This is an optimization exercise on Yosys and OpenROAD, whose aim is small area, a short achievable clock period and few clock cycles, not a production implementation. Where RTL was checked, it was by simulation tests only, not by an equivalence proof against the original.

Setup of v59:
Design aoc_day2, start of the top module:
module aoc_day2 (
    input         clock,
    input         reset,
    input  [63:0] data_value,
    input         data_valid,
    output        data_ready,
    output        result_valid,
    output [63:0] result_value
);
Size in the first run: roughly 7600 cells after synthesis.
clock: 5.0 ns
lec_check: 0
abc_area: 1
cap_margin: 20
core_margin: 2
core_utilization: 40
setup_slack_margin: 1.0
slew_margin: 20
synth_hierarchical: 1
synth_minimum_keep_size: 0
run.sh (not shown) runs the stock make flow with config.mk's settings and CLKGATE_MAP_FILE= SYNTH_SCRIPT=/design/flow/synth_recipe.tcl, a recipe that flattens the netlist after the stock synthesis.
Testbench counts of v59, summed over its fixed seeds: cycles 464.
Relative to v59, the following input files were edited for v7:
Settings: ABC_AREA no longer set, was 1; SETUP_SLACK_MARGIN now 1.2, was 1.0.
--- outcome ---
Higher critical path depth among v7 and v59: v59. Summary of v7 over v59: worst path setup slack after routing down 580 ps; share of the clock period used by the worst path up 12 points. Diff v59 -> v7: slack of the worst reg-to-reg path has decreased, via density per instance shows an increase of 5.3%, top achievable clock speed fell 13%.
Inputs modified between v7 and v9:
Settings: ABC_AREA newly set to 1.
Findings:
- On first-pass GRT wire length, v7 beats v9.
- Of v9 and v7, the lower violation count after the first detailed-route iteration belongs to v7.
- Going from v7 to v9, via count higher; post-placement worst setup slack saw an increase; synthesized area shows an increase of 4100 µm²; number of gates resized after CTS moved down; met3 demand-to-capacity share in global routing picked up an extra 0.59 points.

========
## the baseline
aoc_day2, a different RTL version from the one above (not shown whole).
Size in the first run: ~7400 cells after synthesis, about 590 flip-flops, ~130 I/O pins.
Settings: LEC_CHECK=0, ABC_AREA=1, CAP_MARGIN=20, CORE_MARGIN=2, CORE_UTILIZATION=40, SETUP_SLACK_MARGIN=1.5, SLEW_MARGIN=20; clock period 5.0 ns.
The baseline finished all stages; the layout is clean.
Edits applied to the flow inputs when going from the baseline to the candidate:
Settings: ABC_AREA removed (was 1).
Findings:
- The candidate ran in full, but the layout does not pass; the checks complain about negative setup slack.
- Of the baseline and the candidate, the run reporting the lower post-place instance area was the baseline.
- Distinct cell type count after synthesis (higher): the candidate
- Run comparison: the baseline combinational family with the most area after synthesis simple AND/OR/NAND/NOR gates; the candidate combinational family with the most area after synthesis compound AO/OA/AOI/OAI gates
- Number of DRC markers after the initial detailed-route iteration for the candidate is higher than for the baseline.
- The candidate against the baseline: number of placed cells counting well taps went up about 8%, depth of the critical timing path with buffers and inverters included increased by 5 relative to the old numbers.
Function was not checked in any run of this note: the RTL went through the layout flow alone.

========
== build 11 ==
aoc_day2, a different RTL version from the one above (not shown whole).
For scale: roughly 7200 cells after synthesis, ~49000 sq um of cells after synthesis.
make LEC_CHECK=0 ABC_AREA=1 CAP_MARGIN=20 CORE_MARGIN=2 CORE_UTILIZATION=40 CTS_BUF_LIST=sky130_fd_sc_hd__clkbuf_8 SETUP_SLACK_MARGIN=1.2 SLEW_MARGIN=20 SYNTH_HIERARCHICAL=1 SYNTH_MINIMUM_KEEP_SIZE=0 finish   # period 5.0 ns
Build 11 went all the way through the flow, and no timing, DRC or antenna check failed.
Testbench counts of build 11, summed over its fixed seeds: cycles 448.
Relative to build 11, the following input files were edited for build 89:
- PLACE_DENSITY: unset -> 0.72
- CTS_BUF_LIST: sky130_fd_sc_hd__clkbuf_8 -> unset
- CORE_UTILIZATION: 40 -> 55
Findings:
Global-route usage, build 89 and build 11: larger value in build 89
Going from build 11 to build 89, number of cells on the worst reg-to-reg path grows by 23.
Wire length of the first global-routing pass is lower on build 89
Fraction of area in registers: build 89 vs build 11 up 0.23 points
Routed wirelength normalized by instance count (build 89 over build 11): increase, 1.3%
[compare] base=build 11 new=build 89: wire length fell by 4.6%; setup slack fell by 0.12 ns; synthesized area stayed essentially flat; setup fix buffers added after clock tree synthesis fell by 3.
Build 89 reached the final stage; the timing, DRC and antenna checks on its layout passed.
### build 89 -> build 53
- CORE_UTILIZATION changed from 55 to 40
- PLACE_DENSITY removed (was 0.72)
- Going from build 89 to build 53, proportion of cell area occupied by registers shrinks by 0.24 points.
- Build 53 ends up with lower final core area utilization than build 89 does.
- Lower wire length of the first global-routing pass among build 89 and build 53: build 89

========
aoc_day2 with an RTL version that a note above also has.
Size in the first run: ~7600 cells after synthesis.
clock: 5.0 ns
lec_check: 0
abc_area: 1
cap_margin: 20
core_margin: 2
core_utilization: 40
setup_slack_margin: 1.4
slew_margin: 20
synth_hierarchical: 1
synth_minimum_keep_size: 0
Testbench counts at the start, summed over its fixed seeds: cycles 464.
Then changed:
- ABC_AREA: 1 -> default
- SETUP_SLACK_MARGIN: 1.4 -> 1.6
Effect: The changed run finished clean. Routed wire length shrinks by 11%. Area after synthesis shrinks by 7.8%. Global-route usage shrinks by 1.7 points. Final area grows by 5.4%. Worst hold slack is worse by 14 ps. Clock-buffer cell count grows by 4. Non-clock buffer count grows by 344.

========
RTL: one of the versions met above, not the one the previous note started from.
Size: about 49000 um2 of cells after synthesis.
make LEC_CHECK=0 ABC_AREA=1 CAP_MARGIN=20 CORE_MARGIN=2 CORE_UTILIZATION=40 SETUP_SLACK_MARGIN=1.0 SLEW_MARGIN=20 SYNTH_HIERARCHICAL=1 SYNTH_MINIMUM_KEEP_SIZE=0 finish   # period 5.0 ns
The starting point ran to the end with no violations.
Testbench counts at the start, summed over its fixed seeds: cycles 448.
Edit:
- SETUP_SLACK_MARGIN: 1.0 -> 1.4
The new run went through all stages and came out clean. Synthesized area does not change. Via count goes up by 1.5%. Non-clock buffer count increases by 46. Wire length came out higher by 2.3%. Critical path depth increases by 19. Setup slack is better by 0.19 ns. Die area does not change. Utilization came out higher by 2.2 points.
Edit:
- CTS_BUF_LIST: default -> sky130_fd_sc_hd__clkbuf_4 sky130_fd_sc_hd__clkbuf_8
- SETUP_SLACK_MARGIN: 1.4 -> 1.2
Result: Cell area shrinks by about 3.2%. Global-route usage falls by 0.14 points. Synthesized area does not change. Clock skew is higher by 0.022 ns. Wire length decreases by about 1.4%. Worst setup slack is worse by 0.060 ns. Clock-buffer cell count came out higher by 50.

-- re-timing with driven ports --
In the flow no input, the clock included, has a driving cell. The finished layouts below were timed again as built, in two steps. Step 1 (the two cells are an assumption about what drives the block):
set clk [get_ports {clock}]
set_driving_cell -lib_cell sky130_fd_sc_hd__clkbuf_16 $clk
set_driving_cell -lib_cell sky130_fd_sc_hd__buf_2 [delete_from_list [all_inputs] $clk]
Step 2, shift: input delay + t, output delay - t, t = (earliest + latest rising clock arrival at the registers) / 2. This alone moves slack from input paths to output paths. Slacks: no drivers / after step 1 / after step 2; pairs: no drivers / after step 1.
run | t (ns) | setup slack, ns | worst setup path after step 2
v59 | 0.738 | 1.232 / 1.232 / 1.232 | register to register
v7 | 0.704 | 0.651 / 0.651 / 0.651 | register to register
v9 | 0.740 | 1.278 / 1.278 / 1.278 | register to register
the baseline | 0.732 | 0.753 / 0.753 / 0.753 | register to register
the candidate | 0.752 | -0.874 / -0.874 / -0.874 | register to register
build 11 | 0.845 | 1.332 / 1.332 / 1.332 | register to register
build 89 | 0.716 | 1.211 / 1.211 / 1.211 | register to register
build 53 | 0.723 | 1.317 / 1.317 / 1.317 | register to register
the first run of note 4 | 0.746 | 1.208 / 1.208 / 1.208 | register to register
the second run of note 4 | 0.724 | 0.707 / 0.707 / 0.707 | register to register
the first run of note 5 | 0.723 | 1.165 / 1.165 / 1.165 | register to register
the second run of note 5 | 0.722 | 1.351 / 1.351 / 1.351 | register to register
the third run of note 5 | 0.843 | 1.291 / 1.291 / 1.291 | register to register
